This is an optimization exercise on Yosys and OpenROAD, whose aim is small area, a short achievable clock period and few clock cycles, not a production implementation. The RTL was checked by simulation tests, not by an equivalence proof against the original design.

File: design/flow/config.mk
export PLATFORM = sky130hd
export DESIGN_NAME = CAVLC
export DESIGN_NICKNAME = CAVLC
export VERILOG_FILES = /design/flow/design.v
export SDC_FILE = /design/flow/constraint.sdc
export NUM_CORES = 4
export LEC_CHECK = 0
export CAP_MARGIN = 20
export CORE_MARGIN = 2
export CORE_UTILIZATION = 40
export SLEW_MARGIN = 20
File: design/flow/constraint.sdc
create_clock -name core_clock -period 11.0 [get_ports {Clk}]
set_input_delay 2.2000 -clock core_clock [delete_from_list [all_inputs] [get_ports {Clk}]]
set_output_delay 2.2000 -clock core_clock [all_outputs]
set_load 0.01 [all_outputs]
File: design/flow/design.v
module CoeffTokenDecode (
  input  logic [15:0] Bits,
  input  logic  [4:0] nC,
  output logic  [4:0] TotalCoeff,
  output logic  [1:0] TrailingOnes,
  output logic  [4:0] Len
);
function automatic [11:0] ct0(input [15:0] b);
  casez (b)
    16'b1???????????????: ct0 = 12'd1;
    16'b01??????????????: ct0 = 12'd162;
    16'b001?????????????: ct0 = 12'd323;
    16'b00011???????????: ct0 = 12'd485;
    16'b000101??????????: ct0 = 12'd134;
    16'b000100??????????: ct0 = 12'd294;
    16'b000011??????????: ct0 = 12'd614;
    16'b0000101?????????: ct0 = 12'd455;
    16'b0000100?????????: ct0 = 12'd743;
    16'b00000111????????: ct0 = 12'd264;
    16'b00000110????????: ct0 = 12'd424;
    16'b00000101????????: ct0 = 12'd584;
    16'b00000100????????: ct0 = 12'd872;
    16'b000000111???????: ct0 = 12'd393;
    16'b000000110???????: ct0 = 12'd553;
    16'b000000101???????: ct0 = 12'd713;
    16'b000000100???????: ct0 = 12'd1001;
    16'b0000000111??????: ct0 = 12'd522;
    16'b0000000110??????: ct0 = 12'd682;
    16'b0000000101??????: ct0 = 12'd842;
    16'b0000000100??????: ct0 = 12'd1130;
    16'b00000000111?????: ct0 = 12'd651;
    16'b00000000110?????: ct0 = 12'd811;
    16'b00000000101?????: ct0 = 12'd971;
    16'b00000000100?????: ct0 = 12'd1259;
    16'b0000000001111???: ct0 = 12'd781;
    16'b0000000001011???: ct0 = 12'd909;
    16'b0000000001110???: ct0 = 12'd941;
    16'b0000000001000???: ct0 = 12'd1037;
    16'b0000000001010???: ct0 = 12'd1069;
    16'b0000000001101???: ct0 = 12'd1101;
    16'b0000000001001???: ct0 = 12'd1229;
    16'b0000000001100???: ct0 = 12'd1389;
    16'b00000000001111??: ct0 = 12'd1166;
    16'b00000000001110??: ct0 = 12'd1198;
    16'b00000000001011??: ct0 = 12'd1294;
    16'b00000000001010??: ct0 = 12'd1326;
    16'b00000000001101??: ct0 = 12'd1358;
    16'b00000000001001??: ct0 = 12'd1486;
    16'b00000000001100??: ct0 = 12'd1518;
    16'b00000000001000??: ct0 = 12'd1646;
    16'b000000000001111?: ct0 = 12'd1423;
    16'b000000000001110?: ct0 = 12'd1455;
    16'b000000000001011?: ct0 = 12'd1551;
    16'b000000000001010?: ct0 = 12'd1583;
    16'b000000000001101?: ct0 = 12'd1615;
    16'b000000000000001?: ct0 = 12'd1711;
    16'b000000000001001?: ct0 = 12'd1743;
    16'b000000000001100?: ct0 = 12'd1775;
    16'b000000000001000?: ct0 = 12'd1903;
    16'b0000000000001111: ct0 = 12'd1680;
    16'b0000000000001011: ct0 = 12'd1808;
    16'b0000000000001110: ct0 = 12'd1840;
    16'b0000000000001101: ct0 = 12'd1872;
    16'b0000000000000111: ct0 = 12'd1936;
    16'b0000000000001010: ct0 = 12'd1968;
    16'b0000000000001001: ct0 = 12'd2000;
    16'b0000000000001100: ct0 = 12'd2032;
    16'b0000000000000100: ct0 = 12'd2064;
    16'b0000000000000110: ct0 = 12'd2096;
    16'b0000000000000101: ct0 = 12'd2128;
    16'b0000000000001000: ct0 = 12'd2160;
    default: ct0 = {12{1'bx}};
  endcase
endfunction
function automatic [11:0] ct1(input [15:0] b);
  casez (b)
    16'b11??????????????: ct1 = 12'd2;
    16'b10??????????????: ct1 = 12'd162;
    16'b011?????????????: ct1 = 12'd323;
    16'b0101????????????: ct1 = 12'd484;
    16'b0100????????????: ct1 = 12'd612;
    16'b00111???????????: ct1 = 12'd293;
    16'b00110???????????: ct1 = 12'd741;
    16'b001011??????????: ct1 = 12'd134;
    16'b000111??????????: ct1 = 12'd262;
    16'b001010??????????: ct1 = 12'd422;
    16'b001001??????????: ct1 = 12'd454;
    16'b000110??????????: ct1 = 12'd550;
    16'b000101??????????: ct1 = 12'd582;
    16'b001000??????????: ct1 = 12'd870;
    16'b000100??????????: ct1 = 12'd998;
    16'b0000111?????????: ct1 = 12'd391;
    16'b0000110?????????: ct1 = 12'd679;
    16'b0000101?????????: ct1 = 12'd711;
    16'b0000100?????????: ct1 = 12'd1127;
    16'b00000111????????: ct1 = 12'd520;
    16'b00000100????????: ct1 = 12'd648;
    16'b00000110????????: ct1 = 12'd808;
    16'b00000101????????: ct1 = 12'd840;
    16'b000000111???????: ct1 = 12'd777;
    16'b000000110???????: ct1 = 12'd937;
    16'b000000101???????: ct1 = 12'd969;
    16'b000000100???????: ct1 = 12'd1257;
    16'b00000001111?????: ct1 = 12'd907;
    16'b00000001011?????: ct1 = 12'd1035;
    16'b00000001110?????: ct1 = 12'd1067;
    16'b00000001101?????: ct1 = 12'd1099;
    16'b00000001010?????: ct1 = 12'd1195;
    16'b00000001001?????: ct1 = 12'd1227;
    16'b00000001100?????: ct1 = 12'd1387;
    16'b00000001000?????: ct1 = 12'd1515;
    16'b000000001111????: ct1 = 12'd1164;
    16'b000000001011????: ct1 = 12'd1292;
    16'b000000001110????: ct1 = 12'd1324;
    16'b000000001101????: ct1 = 12'd1356;
    16'b000000001000????: ct1 = 12'd1420;
    16'b000000001010????: ct1 = 12'd1452;
    16'b000000001001????: ct1 = 12'd1484;
    16'b000000001100????: ct1 = 12'd1644;
    16'b0000000001111???: ct1 = 12'd1549;
    16'b0000000001110???: ct1 = 12'd1581;
    16'b0000000001101???: ct1 = 12'd1613;
    16'b0000000001011???: ct1 = 12'd1677;
    16'b0000000001010???: ct1 = 12'd1709;
    16'b0000000001001???: ct1 = 12'd1741;
    16'b0000000001100???: ct1 = 12'd1773;
    16'b0000000000111???: ct1 = 12'd1805;
    16'b0000000000110???: ct1 = 12'd1869;
    16'b0000000001000???: ct1 = 12'd1901;
    16'b0000000000001???: ct1 = 12'd2029;
    16'b00000000001011??: ct1 = 12'd1838;
    16'b00000000001001??: ct1 = 12'd1934;
    16'b00000000001000??: ct1 = 12'd1966;
    16'b00000000001010??: ct1 = 12'd1998;
    16'b00000000000111??: ct1 = 12'd2062;
    16'b00000000000110??: ct1 = 12'd2094;
    16'b00000000000101??: ct1 = 12'd2126;
    16'b00000000000100??: ct1 = 12'd2158;
    default: ct1 = {12{1'bx}};
  endcase
endfunction
function automatic [11:0] ct2(input [15:0] b);
  casez (b)
    16'b1111????????????: ct2 = 12'd4;
    16'b1110????????????: ct2 = 12'd164;
    16'b1101????????????: ct2 = 12'd324;
    16'b1100????????????: ct2 = 12'd484;
    16'b1011????????????: ct2 = 12'd612;
    16'b1010????????????: ct2 = 12'd740;
    16'b1001????????????: ct2 = 12'd868;
    16'b1000????????????: ct2 = 12'd996;
    16'b01111???????????: ct2 = 12'd293;
    16'b01100???????????: ct2 = 12'd421;
    16'b01110???????????: ct2 = 12'd453;
    16'b01010???????????: ct2 = 12'd549;
    16'b01011???????????: ct2 = 12'd581;
    16'b01000???????????: ct2 = 12'd677;
    16'b01001???????????: ct2 = 12'd709;
    16'b01101???????????: ct2 = 12'd1125;
    16'b001111??????????: ct2 = 12'd134;
    16'b001011??????????: ct2 = 12'd262;
    16'b001000??????????: ct2 = 12'd390;
    16'b001110??????????: ct2 = 12'd806;
    16'b001101??????????: ct2 = 12'd838;
    16'b001010??????????: ct2 = 12'd934;
    16'b001001??????????: ct2 = 12'd966;
    16'b001100??????????: ct2 = 12'd1254;
    16'b0001111?????????: ct2 = 12'd519;
    16'b0001011?????????: ct2 = 12'd647;
    16'b0001001?????????: ct2 = 12'd775;
    16'b0001000?????????: ct2 = 12'd903;
    16'b0001110?????????: ct2 = 12'd1063;
    16'b0001101?????????: ct2 = 12'd1095;
    16'b0001010?????????: ct2 = 12'd1223;
    16'b0001100?????????: ct2 = 12'd1383;
    16'b00001111????????: ct2 = 12'd1032;
    16'b00001011????????: ct2 = 12'd1160;
    16'b00001110????????: ct2 = 12'd1192;
    16'b00001010????????: ct2 = 12'd1320;
    16'b00001101????????: ct2 = 12'd1352;
    16'b00001001????????: ct2 = 12'd1480;
    16'b00001100????????: ct2 = 12'd1512;
    16'b00001000????????: ct2 = 12'd1640;
    16'b000001111???????: ct2 = 12'd1289;
    16'b000001011???????: ct2 = 12'd1417;
    16'b000001110???????: ct2 = 12'd1449;
    16'b000001000???????: ct2 = 12'd1545;
    16'b000001010???????: ct2 = 12'd1577;
    16'b000001101???????: ct2 = 12'd1609;
    16'b000000111???????: ct2 = 12'd1705;
    16'b000001001???????: ct2 = 12'd1737;
    16'b000001100???????: ct2 = 12'd1769;
    16'b0000001101??????: ct2 = 12'd1674;
    16'b0000001001??????: ct2 = 12'd1802;
    16'b0000001100??????: ct2 = 12'd1834;
    16'b0000001011??????: ct2 = 12'd1866;
    16'b0000001010??????: ct2 = 12'd1898;
    16'b0000000101??????: ct2 = 12'd1930;
    16'b0000001000??????: ct2 = 12'd1962;
    16'b0000000111??????: ct2 = 12'd1994;
    16'b0000000110??????: ct2 = 12'd2026;
    16'b0000000001??????: ct2 = 12'd2058;
    16'b0000000100??????: ct2 = 12'd2090;
    16'b0000000011??????: ct2 = 12'd2122;
    16'b0000000010??????: ct2 = 12'd2154;
    default: ct2 = {12{1'bx}};
  endcase
endfunction
function automatic [11:0] ct3(input [15:0] b);
  casez (b)
    16'b000011??????????: ct3 = 12'd6;
    16'b000000??????????: ct3 = 12'd134;
    16'b000001??????????: ct3 = 12'd166;
    16'b000100??????????: ct3 = 12'd262;
    16'b000101??????????: ct3 = 12'd294;
    16'b000110??????????: ct3 = 12'd326;
    16'b001000??????????: ct3 = 12'd390;
    16'b001001??????????: ct3 = 12'd422;
    16'b001010??????????: ct3 = 12'd454;
    16'b001011??????????: ct3 = 12'd486;
    16'b001100??????????: ct3 = 12'd518;
    16'b001101??????????: ct3 = 12'd550;
    16'b001110??????????: ct3 = 12'd582;
    16'b001111??????????: ct3 = 12'd614;
    16'b010000??????????: ct3 = 12'd646;
    16'b010001??????????: ct3 = 12'd678;
    16'b010010??????????: ct3 = 12'd710;
    16'b010011??????????: ct3 = 12'd742;
    16'b010100??????????: ct3 = 12'd774;
    16'b010101??????????: ct3 = 12'd806;
    16'b010110??????????: ct3 = 12'd838;
    16'b010111??????????: ct3 = 12'd870;
    16'b011000??????????: ct3 = 12'd902;
    16'b011001??????????: ct3 = 12'd934;
    16'b011010??????????: ct3 = 12'd966;
    16'b011011??????????: ct3 = 12'd998;
    16'b011100??????????: ct3 = 12'd1030;
    16'b011101??????????: ct3 = 12'd1062;
    16'b011110??????????: ct3 = 12'd1094;
    16'b011111??????????: ct3 = 12'd1126;
    16'b100000??????????: ct3 = 12'd1158;
    16'b100001??????????: ct3 = 12'd1190;
    16'b100010??????????: ct3 = 12'd1222;
    16'b100011??????????: ct3 = 12'd1254;
    16'b100100??????????: ct3 = 12'd1286;
    16'b100101??????????: ct3 = 12'd1318;
    16'b100110??????????: ct3 = 12'd1350;
    16'b100111??????????: ct3 = 12'd1382;
    16'b101000??????????: ct3 = 12'd1414;
    16'b101001??????????: ct3 = 12'd1446;
    16'b101010??????????: ct3 = 12'd1478;
    16'b101011??????????: ct3 = 12'd1510;
    16'b101100??????????: ct3 = 12'd1542;
    16'b101101??????????: ct3 = 12'd1574;
    16'b101110??????????: ct3 = 12'd1606;
    16'b101111??????????: ct3 = 12'd1638;
    16'b110000??????????: ct3 = 12'd1670;
    16'b110001??????????: ct3 = 12'd1702;
    16'b110010??????????: ct3 = 12'd1734;
    16'b110011??????????: ct3 = 12'd1766;
    16'b110100??????????: ct3 = 12'd1798;
    16'b110101??????????: ct3 = 12'd1830;
    16'b110110??????????: ct3 = 12'd1862;
    16'b110111??????????: ct3 = 12'd1894;
    16'b111000??????????: ct3 = 12'd1926;
    16'b111001??????????: ct3 = 12'd1958;
    16'b111010??????????: ct3 = 12'd1990;
    16'b111011??????????: ct3 = 12'd2022;
    16'b111100??????????: ct3 = 12'd2054;
    16'b111101??????????: ct3 = 12'd2086;
    16'b111110??????????: ct3 = 12'd2118;
    16'b111111??????????: ct3 = 12'd2150;
    default: ct3 = {12{1'bx}};
  endcase
endfunction
function automatic [11:0] ct4(input [15:0] b);
  casez (b)
    16'b1???????????????: ct4 = 12'd161;
    16'b01??????????????: ct4 = 12'd2;
    16'b001?????????????: ct4 = 12'd323;
    16'b000111??????????: ct4 = 12'd134;
    16'b000100??????????: ct4 = 12'd262;
    16'b000110??????????: ct4 = 12'd294;
    16'b000011??????????: ct4 = 12'd390;
    16'b000101??????????: ct4 = 12'd486;
    16'b000010??????????: ct4 = 12'd518;
    16'b0000011?????????: ct4 = 12'd423;
    16'b0000010?????????: ct4 = 12'd455;
    16'b0000000?????????: ct4 = 12'd615;
    16'b00000011????????: ct4 = 12'd552;
    16'b00000010????????: ct4 = 12'd584;
    default: ct4 = {12{1'bx}};
  endcase
endfunction
function automatic [11:0] ct5(input [15:0] b);
  casez (b)
    16'b1???????????????: ct5 = 12'd1;
    16'b01??????????????: ct5 = 12'd162;
    16'b001?????????????: ct5 = 12'd323;
    16'b00001???????????: ct5 = 12'd485;
    16'b000001??????????: ct5 = 12'd614;
    16'b0001111?????????: ct5 = 12'd135;
    16'b0001110?????????: ct5 = 12'd263;
    16'b0001101?????????: ct5 = 12'd295;
    16'b0001100?????????: ct5 = 12'd423;
    16'b0001011?????????: ct5 = 12'd455;
    16'b0001010?????????: ct5 = 12'd583;
    16'b0001001?????????: ct5 = 12'd743;
    16'b0001000?????????: ct5 = 12'd871;
    16'b000000111???????: ct5 = 12'd393;
    16'b000000110???????: ct5 = 12'd521;
    16'b000000101???????: ct5 = 12'd553;
    16'b000000100???????: ct5 = 12'd713;
    16'b0000000111??????: ct5 = 12'd650;
    16'b0000000110??????: ct5 = 12'd682;
    16'b0000000101??????: ct5 = 12'd842;
    16'b0000000100??????: ct5 = 12'd1002;
    16'b00000000111?????: ct5 = 12'd779;
    16'b00000000110?????: ct5 = 12'd811;
    16'b00000000101?????: ct5 = 12'd971;
    16'b00000000100?????: ct5 = 12'd1131;
    16'b000000000111????: ct5 = 12'd908;
    16'b000000000110????: ct5 = 12'd940;
    16'b000000000101????: ct5 = 12'd1068;
    16'b000000000100????: ct5 = 12'd1100;
    16'b0000000000111???: ct5 = 12'd1037;
    default: ct5 = {12{1'bx}};
  endcase
endfunction
always_comb begin
  if      (nC == 5'd30) {TotalCoeff, TrailingOnes, Len} = ct4(Bits);
  else if (nC == 5'd31) {TotalCoeff, TrailingOnes, Len} = ct5(Bits);
  else if (nC >= 5'd8)  {TotalCoeff, TrailingOnes, Len} = ct3(Bits);
  else if (nC >= 5'd4)  {TotalCoeff, TrailingOnes, Len} = ct2(Bits);
  else if (nC >= 5'd2)  {TotalCoeff, TrailingOnes, Len} = ct1(Bits);
  else                   {TotalCoeff, TrailingOnes, Len} = ct0(Bits);
end
endmodule
module TotalZeroTable_1 (
  input  logic [8:0] Bits,
  input  logic [3:0] TotalCoeff,
  input  logic       ChromaDC,
  output logic [3:0] TotalZeros,
  output logic [3:0] Len
);
function automatic [7:0] tz1(input [8:0] b);
  casez (b)
    9'b1????????: tz1 = 8'd1;
    9'b011??????: tz1 = 8'd19;
    9'b010??????: tz1 = 8'd35;
    9'b0011?????: tz1 = 8'd52;
    9'b0010?????: tz1 = 8'd68;
    9'b00011????: tz1 = 8'd85;
    9'b00010????: tz1 = 8'd101;
    9'b000011???: tz1 = 8'd118;
    9'b000010???: tz1 = 8'd134;
    9'b0000011??: tz1 = 8'd151;
    9'b0000010??: tz1 = 8'd167;
    9'b00000011?: tz1 = 8'd184;
    9'b00000010?: tz1 = 8'd200;
    9'b000000011: tz1 = 8'd217;
    9'b000000010: tz1 = 8'd233;
    9'b000000001: tz1 = 8'd249;
    default: tz1 = {8{1'bx}};
  endcase
endfunction
function automatic [7:0] tz2(input [8:0] b);
  casez (b)
    9'b111??????: tz2 = 8'd3;
    9'b110??????: tz2 = 8'd19;
    9'b101??????: tz2 = 8'd35;
    9'b100??????: tz2 = 8'd51;
    9'b011??????: tz2 = 8'd67;
    9'b0101?????: tz2 = 8'd84;
    9'b0100?????: tz2 = 8'd100;
    9'b0011?????: tz2 = 8'd116;
    9'b0010?????: tz2 = 8'd132;
    9'b00011????: tz2 = 8'd149;
    9'b00010????: tz2 = 8'd165;
    9'b000011???: tz2 = 8'd182;
    9'b000010???: tz2 = 8'd198;
    9'b000001???: tz2 = 8'd214;
    9'b000000???: tz2 = 8'd230;
    default: tz2 = {8{1'bx}};
  endcase
endfunction
function automatic [7:0] tz3(input [8:0] b);
  casez (b)
    9'b111??????: tz3 = 8'd19;
    9'b110??????: tz3 = 8'd35;
    9'b101??????: tz3 = 8'd51;
    9'b100??????: tz3 = 8'd99;
    9'b011??????: tz3 = 8'd115;
    9'b0101?????: tz3 = 8'd4;
    9'b0100?????: tz3 = 8'd68;
    9'b0011?????: tz3 = 8'd84;
    9'b0010?????: tz3 = 8'd132;
    9'b00011????: tz3 = 8'd149;
    9'b00010????: tz3 = 8'd165;
    9'b00001????: tz3 = 8'd197;
    9'b000001???: tz3 = 8'd182;
    9'b000000???: tz3 = 8'd214;
    default: tz3 = {8{1'bx}};
  endcase
endfunction
function automatic [7:0] tz4(input [8:0] b);
  casez (b)
    9'b111??????: tz4 = 8'd19;
    9'b110??????: tz4 = 8'd67;
    9'b101??????: tz4 = 8'd83;
    9'b100??????: tz4 = 8'd99;
    9'b011??????: tz4 = 8'd131;
    9'b0101?????: tz4 = 8'd36;
    9'b0100?????: tz4 = 8'd52;
    9'b0011?????: tz4 = 8'd116;
    9'b0010?????: tz4 = 8'd148;
    9'b00011????: tz4 = 8'd5;
    9'b00010????: tz4 = 8'd165;
    9'b00001????: tz4 = 8'd181;
    9'b00000????: tz4 = 8'd197;
    default: tz4 = {8{1'bx}};
  endcase
endfunction
function automatic [7:0] tz5(input [8:0] b);
  casez (b)
    9'b111??????: tz5 = 8'd51;
    9'b110??????: tz5 = 8'd67;
    9'b101??????: tz5 = 8'd83;
    9'b100??????: tz5 = 8'd99;
    9'b011??????: tz5 = 8'd115;
    9'b0101?????: tz5 = 8'd4;
    9'b0100?????: tz5 = 8'd20;
    9'b0011?????: tz5 = 8'd36;
    9'b0010?????: tz5 = 8'd132;
    9'b0001?????: tz5 = 8'd164;
    9'b00001????: tz5 = 8'd149;
    9'b00000????: tz5 = 8'd181;
    default: tz5 = {8{1'bx}};
  endcase
endfunction
function automatic [7:0] tz6(input [8:0] b);
  casez (b)
    9'b111??????: tz6 = 8'd35;
    9'b110??????: tz6 = 8'd51;
    9'b101??????: tz6 = 8'd67;
    9'b100??????: tz6 = 8'd83;
    9'b011??????: tz6 = 8'd99;
    9'b010??????: tz6 = 8'd115;
    9'b001??????: tz6 = 8'd147;
    9'b0001?????: tz6 = 8'd132;
    9'b00001????: tz6 = 8'd21;
    9'b000001???: tz6 = 8'd6;
    9'b000000???: tz6 = 8'd166;
    default: tz6 = {8{1'bx}};
  endcase
endfunction
function automatic [7:0] tz7(input [8:0] b);
  casez (b)
    9'b11???????: tz7 = 8'd82;
    9'b101??????: tz7 = 8'd35;
    9'b100??????: tz7 = 8'd51;
    9'b011??????: tz7 = 8'd67;
    9'b010??????: tz7 = 8'd99;
    9'b001??????: tz7 = 8'd131;
    9'b0001?????: tz7 = 8'd116;
    9'b00001????: tz7 = 8'd21;
    9'b000001???: tz7 = 8'd6;
    9'b000000???: tz7 = 8'd150;
    default: tz7 = {8{1'bx}};
  endcase
endfunction
function automatic [7:0] tz8(input [8:0] b);
  casez (b)
    9'b11???????: tz8 = 8'd66;
    9'b10???????: tz8 = 8'd82;
    9'b011??????: tz8 = 8'd51;
    9'b010??????: tz8 = 8'd99;
    9'b001??????: tz8 = 8'd115;
    9'b0001?????: tz8 = 8'd20;
    9'b00001????: tz8 = 8'd37;
    9'b000001???: tz8 = 8'd6;
    9'b000000???: tz8 = 8'd134;
    default: tz8 = {8{1'bx}};
  endcase
endfunction
function automatic [7:0] tz9(input [8:0] b);
  casez (b)
    9'b11???????: tz9 = 8'd50;
    9'b10???????: tz9 = 8'd66;
    9'b01???????: tz9 = 8'd98;
    9'b001??????: tz9 = 8'd83;
    9'b0001?????: tz9 = 8'd36;
    9'b00001????: tz9 = 8'd117;
    9'b000001???: tz9 = 8'd6;
    9'b000000???: tz9 = 8'd22;
    default: tz9 = {8{1'bx}};
  endcase
endfunction
function automatic [7:0] tz10(input [8:0] b);
  casez (b)
    9'b11???????: tz10 = 8'd50;
    9'b10???????: tz10 = 8'd66;
    9'b01???????: tz10 = 8'd82;
    9'b001??????: tz10 = 8'd35;
    9'b0001?????: tz10 = 8'd100;
    9'b00001????: tz10 = 8'd5;
    9'b00000????: tz10 = 8'd21;
    default: tz10 = {8{1'bx}};
  endcase
endfunction
function automatic [7:0] tz11(input [8:0] b);
  casez (b)
    9'b1????????: tz11 = 8'd65;
    9'b001??????: tz11 = 8'd35;
    9'b010??????: tz11 = 8'd51;
    9'b011??????: tz11 = 8'd83;
    9'b0000?????: tz11 = 8'd4;
    9'b0001?????: tz11 = 8'd20;
    default: tz11 = {8{1'bx}};
  endcase
endfunction
function automatic [7:0] tz12(input [8:0] b);
  casez (b)
    9'b1????????: tz12 = 8'd49;
    9'b01???????: tz12 = 8'd34;
    9'b001??????: tz12 = 8'd67;
    9'b0000?????: tz12 = 8'd4;
    9'b0001?????: tz12 = 8'd20;
    default: tz12 = {8{1'bx}};
  endcase
endfunction
function automatic [7:0] tz13(input [8:0] b);
  casez (b)
    9'b1????????: tz13 = 8'd33;
    9'b01???????: tz13 = 8'd50;
    9'b000??????: tz13 = 8'd3;
    9'b001??????: tz13 = 8'd19;
    default: tz13 = {8{1'bx}};
  endcase
endfunction
function automatic [7:0] tz14(input [8:0] b);
  casez (b)
    9'b1????????: tz14 = 8'd33;
    9'b00???????: tz14 = 8'd2;
    9'b01???????: tz14 = 8'd18;
    default: tz14 = {8{1'bx}};
  endcase
endfunction
function automatic [7:0] tz15(input [8:0] b);
  casez (b)
    9'b0????????: tz15 = 8'd1;
    9'b1????????: tz15 = 8'd17;
    default: tz15 = {8{1'bx}};
  endcase
endfunction
function automatic [7:0] tzdc1(input [2:0] b);
  casez (b)
    3'b1??: tzdc1 = 8'd1;
    3'b01?: tzdc1 = 8'd18;
    3'b001: tzdc1 = 8'd35;
    3'b000: tzdc1 = 8'd51;
    default: tzdc1 = {8{1'bx}};
  endcase
endfunction
function automatic [7:0] tzdc2(input [2:0] b);
  casez (b)
    3'b1??: tzdc2 = 8'd1;
    3'b01?: tzdc2 = 8'd18;
    3'b00?: tzdc2 = 8'd34;
    default: tzdc2 = {8{1'bx}};
  endcase
endfunction
function automatic [7:0] tzdc3(input [2:0] b);
  casez (b)
    3'b1??: tzdc3 = 8'd1;
    3'b0??: tzdc3 = 8'd17;
    default: tzdc3 = {8{1'bx}};
  endcase
endfunction
always_comb begin
  if (ChromaDC)
    case (TotalCoeff[1:0])
      2'd1: {TotalZeros, Len} = tzdc1(Bits[8:6]);
      2'd2: {TotalZeros, Len} = tzdc2(Bits[8:6]);
      2'd3: {TotalZeros, Len} = tzdc3(Bits[8:6]);
      default: {TotalZeros, Len} = 8'bx;
    endcase
  else
    case (TotalCoeff)
      4'd1: {TotalZeros, Len} = tz1(Bits);
      4'd2: {TotalZeros, Len} = tz2(Bits);
      4'd3: {TotalZeros, Len} = tz3(Bits);
      4'd4: {TotalZeros, Len} = tz4(Bits);
      4'd5: {TotalZeros, Len} = tz5(Bits);
      4'd6: {TotalZeros, Len} = tz6(Bits);
      4'd7: {TotalZeros, Len} = tz7(Bits);
      4'd8: {TotalZeros, Len} = tz8(Bits);
      4'd9: {TotalZeros, Len} = tz9(Bits);
      4'd10: {TotalZeros, Len} = tz10(Bits);
      4'd11: {TotalZeros, Len} = tz11(Bits);
      4'd12: {TotalZeros, Len} = tz12(Bits);
      4'd13: {TotalZeros, Len} = tz13(Bits);
      4'd14: {TotalZeros, Len} = tz14(Bits);
      4'd15: {TotalZeros, Len} = tz15(Bits);
      default: {TotalZeros, Len} = 8'bx;
    endcase
end
endmodule
module RunBeforeTable (
  input  logic [10:0] Bits,
  input  logic  [3:0] ZerosLeft,
  output logic  [3:0] RunBefore,
  output logic  [3:0] Len
);
function automatic [7:0] rb1(input [10:0] b);
  casez (b)
    11'b1??????????: rb1 = 8'd1;
    11'b0??????????: rb1 = 8'd17;
    default: rb1 = {8{1'bx}};
  endcase
endfunction
function automatic [7:0] rb2(input [10:0] b);
  casez (b)
    11'b1??????????: rb2 = 8'd1;
    11'b01?????????: rb2 = 8'd18;
    11'b00?????????: rb2 = 8'd34;
    default: rb2 = {8{1'bx}};
  endcase
endfunction
function automatic [7:0] rb3(input [10:0] b);
  casez (b)
    11'b11?????????: rb3 = 8'd2;
    11'b10?????????: rb3 = 8'd18;
    11'b01?????????: rb3 = 8'd34;
    11'b00?????????: rb3 = 8'd50;
    default: rb3 = {8{1'bx}};
  endcase
endfunction
function automatic [7:0] rb4(input [10:0] b);
  casez (b)
    11'b11?????????: rb4 = 8'd2;
    11'b10?????????: rb4 = 8'd18;
    11'b01?????????: rb4 = 8'd34;
    11'b001????????: rb4 = 8'd51;
    11'b000????????: rb4 = 8'd67;
    default: rb4 = {8{1'bx}};
  endcase
endfunction
function automatic [7:0] rb5(input [10:0] b);
  casez (b)
    11'b11?????????: rb5 = 8'd2;
    11'b10?????????: rb5 = 8'd18;
    11'b011????????: rb5 = 8'd35;
    11'b010????????: rb5 = 8'd51;
    11'b001????????: rb5 = 8'd67;
    11'b000????????: rb5 = 8'd83;
    default: rb5 = {8{1'bx}};
  endcase
endfunction
function automatic [7:0] rb6(input [10:0] b);
  casez (b)
    11'b11?????????: rb6 = 8'd2;
    11'b000????????: rb6 = 8'd19;
    11'b001????????: rb6 = 8'd35;
    11'b011????????: rb6 = 8'd51;
    11'b010????????: rb6 = 8'd67;
    11'b101????????: rb6 = 8'd83;
    11'b100????????: rb6 = 8'd99;
    default: rb6 = {8{1'bx}};
  endcase
endfunction
function automatic [7:0] rb7(input [10:0] b);
  casez (b)
    11'b111????????: rb7 = 8'd3;
    11'b110????????: rb7 = 8'd19;
    11'b101????????: rb7 = 8'd35;
    11'b100????????: rb7 = 8'd51;
    11'b011????????: rb7 = 8'd67;
    11'b010????????: rb7 = 8'd83;
    11'b001????????: rb7 = 8'd99;
    11'b0001???????: rb7 = 8'd116;
    11'b00001??????: rb7 = 8'd133;
    11'b000001?????: rb7 = 8'd150;
    11'b0000001????: rb7 = 8'd167;
    11'b00000001???: rb7 = 8'd184;
    11'b000000001??: rb7 = 8'd201;
    11'b0000000001?: rb7 = 8'd218;
    11'b00000000001: rb7 = 8'd235;
    default: rb7 = {8{1'bx}};
  endcase
endfunction
always_comb begin
  case (ZerosLeft)
    4'd1: {RunBefore, Len} = rb1(Bits);
    4'd2: {RunBefore, Len} = rb2(Bits);
    4'd3: {RunBefore, Len} = rb3(Bits);
    4'd4: {RunBefore, Len} = rb4(Bits);
    4'd5: {RunBefore, Len} = rb5(Bits);
    4'd6: {RunBefore, Len} = rb6(Bits);
    4'd0: {RunBefore, Len} = 8'bx;
    default: {RunBefore, Len} = rb7(Bits);
  endcase
end
endmodule
module CAVLC (
  input  logic        Clk,           
  input  logic        nReset,        
  input  logic        Enable,        
  input  logic  [4:0] nC,            
  input  logic [15:0] Bitstream,     
  output logic        RdReq,         
  output logic [12:0] LevelOut,      
  output logic        WrReq,         
  output logic        BlockDone,     
  output logic  [4:0] TotalCoeffOut  
);
localparam logic [2:0] S_F0 = 3'd0,   
                       S_F1 = 3'd1,   
                       S_CT = 3'd2,   
                       S_T1 = 3'd3,   
                       S_LV = 3'd4,   
                       S_TZ = 3'd5,   
                       S_RB = 3'd6,   
                       S_FW = 3'd7;   
logic  [2:0] State, NextState;
logic [15:0] W0, W1, W2;
logic        V2;
logic  [3:0] Ptr;
logic [31:0] Cat;
logic [15:0] Win;
logic  [4:0] NumShift;
logic  [4:0] PtrSum;
logic        Adv;
logic  [4:0] TotalCoeff;
logic  [1:0] TrailingOnes;
logic        ChromaDC;
logic  [4:0] LevelsLeft;
logic        First;
logic  [2:0] SuffixLength;
logic  [3:0] ZerosLeft;
logic  [3:0] RunsLeft;
logic  [1:0] T1Cnt;
logic  [1:0] T1Signs;
logic  [7:0] Level;
logic  [4:0] CtTotalCoeff;
logic  [1:0] CtTrailingOnes;
logic  [4:0] CtLen;
logic  [3:0] TzTotalZeros, TzLen;
logic  [3:0] RbRun, RbLen;
logic  [3:0] Prefix;
logic  [3:0] Suffix4;
logic  [7:0] LevelCode;
logic        Adjust;
logic  [6:0] Half;
logic  [7:0] LevelVal;
logic  [4:0] LvLen;
logic  [2:0] NextSuffixLength;
logic        MaxCoeff;
logic        BlockEnd;
logic        LvDecode;
logic  [1:0] T1CntNext;
assign LevelOut      = {{5{Level[7]}}, Level};
assign TotalCoeffOut = TotalCoeff;
assign Cat    = {W0, W1} << Ptr;
assign Win    = Cat[31:16];
assign PtrSum = {1'b0, Ptr} + NumShift;
assign Adv    = PtrSum[4];
CoeffTokenDecode uCoeffTokenDecode (
  .Bits        (Win),
  .nC          (nC),
  .TotalCoeff  (CtTotalCoeff),
  .TrailingOnes(CtTrailingOnes),
  .Len         (CtLen)
);
TotalZeroTable_1 uTotalZeroTable (
  .Bits        (Win[15:7]),
  .TotalCoeff  (TotalCoeff[3:0]),
  .ChromaDC    (ChromaDC),
  .TotalZeros  (TzTotalZeros),
  .Len         (TzLen)
);
RunBeforeTable uRunBeforeTable (
  .Bits        (Win[15:5]),
  .ZerosLeft   (ZerosLeft),
  .RunBefore   (RbRun),
  .Len         (RbLen)
);
always_comb begin
  casez (Win)
    16'b1???????????????: Prefix = 4'd0;
    16'b01??????????????: Prefix = 4'd1;
    16'b001?????????????: Prefix = 4'd2;
    16'b0001????????????: Prefix = 4'd3;
    16'b00001???????????: Prefix = 4'd4;
    16'b000001??????????: Prefix = 4'd5;
    16'b0000001?????????: Prefix = 4'd6;
    16'b00000001????????: Prefix = 4'd7;
    16'b000000001???????: Prefix = 4'd8;
    16'b0000000001??????: Prefix = 4'd9;
    16'b00000000001?????: Prefix = 4'd10;
    16'b000000000001????: Prefix = 4'd11;
    16'b0000000000001???: Prefix = 4'd12;
    16'b00000000000001??: Prefix = 4'd13;
    16'b000000000000001?: Prefix = 4'd14;
    default:              Prefix = 4'd15;
  endcase
end
logic [19:0] WinX;
assign WinX    = {Win, 4'b0} << Prefix;
assign Suffix4 = WinX[18:15];
always_comb begin
  case (SuffixLength)
    3'd0:    LevelCode = {4'd0, Prefix};
    3'd1:    LevelCode = {3'd0, Prefix, Suffix4[3]};
    3'd2:    LevelCode = {2'd0, Prefix, Suffix4[3:2]};
    3'd3:    LevelCode = {1'd0, Prefix, Suffix4[3:1]};
    default: LevelCode = {Prefix, Suffix4};
  endcase
end
assign Adjust   = First && (TrailingOnes != 2'd3);
assign Half     = LevelCode[7:1] + {6'd0, Adjust};
assign LevelVal = LevelCode[0] ? ~{1'b0, Half} : {1'b0, Half} + 8'd1;
assign LvLen    = {1'b0, Prefix} + {2'b0, SuffixLength} + 5'd1;
always_comb begin
  if (SuffixLength == 3'd0)
    NextSuffixLength = (Prefix >= (Adjust ? 4'd4 : 4'd6)) ? 3'd2 : 3'd1;
  else if (SuffixLength == 3'd1 && Adjust)
    NextSuffixLength = (Prefix >= 4'd2) ? 3'd2 : 3'd1;
  else if (Prefix >= 4'd3 && SuffixLength != 3'd4)
    NextSuffixLength = SuffixLength + 3'd1;
  else
    NextSuffixLength = SuffixLength;
end
assign MaxCoeff = ChromaDC ? (TotalCoeff == 5'd4) : (TotalCoeff == 5'd16);
assign LvDecode = (State == S_LV) && (T1Cnt == 2'd0);
always_comb begin
  NextState = State;
  NumShift  = 5'd0;
  BlockEnd  = 1'b0;
  case (State)
    S_CT: begin
      NumShift = CtLen;
      if (CtTotalCoeff == 5'd0)        BlockEnd  = 1'b1;
      else if (CtTrailingOnes != 2'd0) NextState = S_T1;
      else                             NextState = S_LV;
    end
    S_T1: begin
      NumShift = {3'd0, TrailingOnes};
      if (LevelsLeft == 5'd0) NextState = S_TZ;
      else                         NextState = S_LV;
    end
    S_LV: begin
      if (LvDecode) begin
        NumShift = LvLen;
        if (LevelsLeft == 5'd1) begin
          if (MaxCoeff) BlockEnd  = 1'b1;
          else          NextState = S_TZ;
        end
      end
    end
    S_TZ: begin
      NumShift = {1'b0, TzLen};
      if (TzTotalZeros == 4'd0 || TotalCoeff == 5'd1) BlockEnd  = 1'b1;
      else                                            NextState = S_RB;
    end
    S_RB: begin
      NumShift = {1'b0, RbLen};
      if (ZerosLeft == RbRun || RunsLeft == 4'd1) BlockEnd = 1'b1;
    end
    S_FW: BlockEnd = 1'b1;
    default: ;
  endcase
end
assign T1CntNext = (State == S_T1) ? TrailingOnes - 2'd1 :
                   (T1Cnt != 2'd0) ? T1Cnt - 2'd1 : 2'd0;
always_ff @(posedge Clk or negedge nReset)
  if (!nReset) begin
    State        <= S_F0;
    RdReq        <= 1'b0;
    WrReq        <= 1'b0;
    BlockDone    <= 1'b0;
    Ptr          <= '0;
    V2           <= 1'b0;
    T1Cnt        <= '0;
    TotalCoeff   <= '0;
    TrailingOnes <= '0;
    ChromaDC     <= 1'b0;
    LevelsLeft   <= '0;
    First        <= 1'b0;
    SuffixLength <= '0;
    ZerosLeft    <= '0;
    RunsLeft     <= '0;
    T1Signs      <= '0;
  end
  else if (!Enable) begin
    State     <= S_F0;
    RdReq     <= 1'b0;
    WrReq     <= 1'b0;
    BlockDone <= 1'b0;
    Ptr       <= '0;
    V2        <= 1'b0;
    T1Cnt     <= '0;
  end
  else begin
    WrReq     <= 1'b0;
    BlockDone <= 1'b0;
    case (State)
      S_F0: begin
        RdReq <= 1'b1;
        if (RdReq) State <= S_F1;
      end
      S_F1: begin
        State <= S_CT;
        V2    <= 1'b0;
      end
      default: begin
        Ptr   <= PtrSum[3:0];
        V2    <= !Adv;
        RdReq <= Adv;
        T1Cnt <= T1CntNext;
        if (BlockEnd) begin
          if (T1CntNext == 2'd0) begin
            State     <= S_CT;
            BlockDone <= 1'b1;
          end
          else State <= S_FW;
        end
        else State <= NextState;
        if (State == S_T1) WrReq <= 1'b1;
        else if (T1Cnt != 2'd0) WrReq <= 1'b1;
        else if (LvDecode) WrReq <= 1'b1;
        if (State == S_T1) T1Signs <= Win[14:13];
        else if (T1Cnt != 2'd0) T1Signs <= {T1Signs[0], 1'b0};
        if (State == S_CT) begin
          TotalCoeff   <= CtTotalCoeff;
          TrailingOnes <= CtTrailingOnes;
          ChromaDC     <= (nC == 5'd30);
          LevelsLeft   <= CtTotalCoeff - {3'd0, CtTrailingOnes};
          First        <= 1'b1;
          SuffixLength <= (CtTotalCoeff > 5'd10 && CtTrailingOnes != 2'd3) ? 3'd1 : 3'd0;
        end
        if (LvDecode) begin
          LevelsLeft   <= LevelsLeft - 5'd1;
          First        <= 1'b0;
          SuffixLength <= NextSuffixLength;
        end
        if (State == S_TZ) begin
          ZerosLeft <= TzTotalZeros;
          RunsLeft  <= TotalCoeff[3:0] - 4'd1;
        end
        if (State == S_RB) begin
          ZerosLeft <= ZerosLeft - RbRun;
          RunsLeft  <= RunsLeft - 4'd1;
        end
      end
    endcase
  end
always_ff @(posedge Clk) begin
  if (Enable) begin
    if (State == S_F0) W0 <= Bitstream;
    else if (State == S_F1) W1 <= Bitstream;
    else if (Adv) begin
      W0 <= W1;
      W1 <= V2 ? W2 : Bitstream;
    end
    if (!V2) W2 <= Bitstream;
  end
  if (State == S_T1)
    Level <= Win[15] ? 8'hFF : 8'h01;
  else if (T1Cnt != 2'd0)
    Level <= T1Signs[1] ? 8'hFF : 8'h01;
  else
    Level <= LevelVal;
end
endmodule
File: design/flow/run.sh
#!/bin/bash
# synth_recipe.tcl (not shown) runs the flow's synth.tcl, then flattens the netlist and writes it again
# the make line also repeats each setting of config.mk as NAME=value (left out here)
make -C /OpenROAD-flow-scripts/flow DESIGN_CONFIG=/design/flow/config.mk WORK_HOME=/design/flow/orfs CLKGATE_MAP_FILE= SYNTH_SCRIPT=/design/flow/synth_recipe.tcl finish
==> notes.md <==
==> cells by family after synthesis <==
logic type | after synthesis | synth area share [%]
buffers and inverters | 185 | 6.07
adder cells (fa/ha/maj) | 38 | 3.59
AND/OR/NAND/NOR | 703 | 24.2
multiplexers | 148 | 13.9
XOR/XNOR | 21 | 1.31
flip-flops | 96 | 18.5
AO/OA/AOI/OAI | 648 | 32.5
==> cell usage after synthesis, types with 10 or more instances <==
master	number
nand2_1	195
nor2_1	184
a21oi_1	144
o21ai_0	132
clkbuf_1	95
nand3_1	82
nor3_1	76
mux2_2	69
edfxtp_1	48
mux2i_1	42
dfrtp_1	40
a31oi_1	37
ha_1	34
inv_1	32
nand4_1	29
o22ai_1	26
mux4_2	24
a211oi_1	23
o211ai_1	23
a2111oi_0	21
nor4_1	20
o31ai_1	20
buf_2	19
a221oi_1	18
and2_1	17
o2111ai_1	15
xnor2_1	15
and3_1	14
buf_1	13
a22oi_1	11
a32oi_1	11
nand2b_1	10
o21a_1	10
o221ai_1	10
o32ai_1	10
==> final timing paths <==
path / start / endpoint / cells past startpoint
worst min-delay path: T1Signs[0] / T1Signs[0] / 2
worst max register to register: Ptr[0] / W0[13] / 27
worst min register to register: T1Signs[0] / T1Signs[0] / 2
worst max-delay path: Ptr[0] / W0[13] / 27
max in group asynchronous: nReset / Ptr[2] / 1
min in group asynchronous: nReset / LevelsLeft[2] / 1
==> worst reg2reg max path, delay by kind of cell, from the launching register on <==
family	cells	cell delay [ns]
muxes	2	0.89
adders and majority gates	3	0.67
and+or+nand+nor	7	1.95
AOI/OAI and AO/OA	10	3.08
buffers and inverters	4	0.76
xor gates and xnor gates	1	0.20
DFF	1	0.63
==> state kept, by name, indices dropped and copies added, names as in the netlist, 4 cells and up <==
| signal | flops |
|---|---|
| Level | 8 |
| LevelsLeft | 5 |
| Ptr | 4 |
| RunsLeft | 4 |
| TotalCoeff | 5 |
| W0 | 16 |
| W1 | 16 |
| W2 | 16 |
| ZerosLeft | 4 |
==> per-layer routing <==
layer | vias to the layer above | track usage [%]
met5 | - | 0
met4 | 2 | 26.1
met3 | 369 | 10.6
met2 | 1357 | 60.3
met1 | 8053 | 53.0
li1 | 7112 | -
==> final cells by class <==
| cell class | count | area [um^2] | share of cell area [%] |
|---|---|---|---|
| Clock buffer | 9 | 225 | 1.48 |
| Multi-Input combinational cell | 1558 | 10700 | 70.4 |
| Timing Repair Buffer | 103 | 878 | 5.79 |
| Clock inverter | 7 | 61.3 | 0.404 |
| Tap cell | 455 | 569 | 3.75 |
| Inverter | 39 | 151 | 0.998 |
| Sequential cell | 96 | 2610 | 17.2 |
==> stage by stage <==
stage / setup WS [ns] / area (um^2) / hold slack [ns] / std cells
3_3_place_gp: 2.98 / 14900 / 0.500 / 2250
6_report: 2.47 / 15200 / 0.522 / 2267
5_1_grt: 1.89 / 15200 / 0.567 / 2267
2_1_floorplan: 3.25 / 14100 / 0.473 / 1839
4_1_cts: 2.71 / 15100 / 0.523 / 2266
3_5_place_dp: 2.74 / 14900 / 0.505 / 2250
==> cell usage in the layout (no fill, tap or decap), types with 37 or more instances in the layout <==
cell	count
a21oi_1	144
nor2_1	183
nor3_1	74
mux2_2	69
clkdlybuf4s50_1	43
buf_4	58
nand2_1	195
a31oi_1	37
dfrtp_1	37
mux2i_1	38
edfxtp_1	48
nand3_1	82
o21ai_0	130
==> impl_metrics.json <==
{
  "drt-initial-drc-count": 2500,
  "status": "no timing/DRC/antenna violations",
  "drv_slew": 0,
  "crit_type": "flop to flop",
  "syn_area_per_cell_um2": 7.65,
  "die-area_mm2": 0.0367,
  "crit_top_cell": "inv_1",
  "hold_violations": 0,
  "synth_top_cell_area_share_pct": 10.2,
  "cts_buffer_depth": 2,
  "ios": 45,
  "cts.hold.buffers_added": 0,
  "clock_latency_ns": 0.35,
  "firstDrtPassIters": 7,
  "start_util_pct": 40.7,
  "fin_skew_ns": 0.00851,
  "die_y_um": 192,
  "cts-root-buf": "clkbuf_16",
  "yosys.cell_types.count": 126,
  "path_clk_slew_ns": 0.07,
  "critPathBufInv": 4,
  "htree_num_levels": 3,
  "portBuffers": 44,
  "ys_seq_area_share_pct": 18.5,
  "clock_sinks": 96,
  "core_area_mm2": 0.0345,
  "final.period_utilization_pct": 77.6,
  "vias": 16893,
  "worstPathArrival_ns": 8.52,
  "rows": 68,
  "crit_family": "compound AO/OA/AOI/OAI gates",
  "yosysWarnings": 4,
  "netlist_instances": 1839,
  "path_max_fanout": 27,
  "synthToLayoutAreaGrowth_pct": 7.86,
  "async_flop_share_pct": 41.7,
  "cp.required_ns": 10.98,
  "fin_setup_tns_ns": 0,
  "met2WireLength_um": 31200,
  "routed_wl_um": 75500,
  "wl_met1_um": 29200,
  "cts_tree": "yes",
  "rsz0062_at_grt": "no",
  "grt_max_degree": 47,
  "syn_nets": 1901,
  "cts_resized": 0,
  "antenna_found_initial": 1,
  "worstSetupStartpointType": "flop",
  "antenna_left": 0,
  "dieWidth_um": 192,
  "via_per_inst": 7.45,
  "layout-drive-gt1-share_pct": 14.0,
  "max_freq_mhz": 117,
  "dr.max_layer_used": "met5",
  "r2r_slack_ns": 2.47,
  "grt_remaining_overflow": 0,
  "nFillCells": 3634,
  "grt_usage_pct": 40.9,
  "final_nets": 1869,
  "synth_ff_type": "edfxtp_1",
  "synth.largest_area_cell": "edfxtp_1",
  "final_util_pct": 43.9,
  "cap_violations": 0,
  "cts_setup_buffers": 0,
  "hpwl_um": 55200,
  "drc": 0,
  "hold_class": "flop to flop",
  "synth_seq_cells": 96,
  "wl_met3_um": 9200,
  "slowest_stage": "dfrtp_2",
  "cts_buffers": 9,
  "n_antenna_cell": 0,
  "grt_pass1_vias": 15940,
  "setup_viol": 0,
  "max_slew.worst_pin.slew_ns": 1.20,
  "wl_per_cell_um": 33.3,
  "grt_first_pass_wirelength_um": 110000,
  "critPathMaxStageDelay_ns": 0.63,
  "relSlewSlack_pct": 18.2,
  "synth_edf_count": 48,
  "cp-end-kind": "flop",
  "place_congestion": 1.06,
  "fin_crit_ns": 8.53,
  "syn_area_mm2": 0.0141,
  "ys_top_cells_by_area": "edfxtp_1, dfrtp_1, mux2_2, nand2_1, a21oi_1"
}
Testbench counts, summed over its fixed seeds: cycles 27,245.

afterwards: timing with drivers on the ports:
The flow's constraints put no driver on any port. The routed layout listed below was extracted and timed again, unchanged, in two steps. Step 1 sets driving cells, clkbuf_16 on the clock port and buf_2 on the other inputs (assumed; they add their load-dependent delay and slew). Step 2 moves the port delays by t, midway between the first and last clock arrival at a register: inputs arrive t later, outputs are due t later. That takes back most of the time a late clock gives input paths. Slacks: ideal ports / drivers / drivers and shift; pairs: ideal ports / drivers.
t (ns): 0.377
setup WS [ns]: 2.467 / 2.467 / 2.467
worst hold slack (ns): 0.522 / 0.522 / 0.522
clock arrival spread, ns: 0.009 / 0.009
worst slew at a driven data input, ns: 0.04
After both steps setup and hold are still met in this run. For this run, drivers alone change the setup slack by 0.000 ns; drivers and shift together by 0.000 ns.
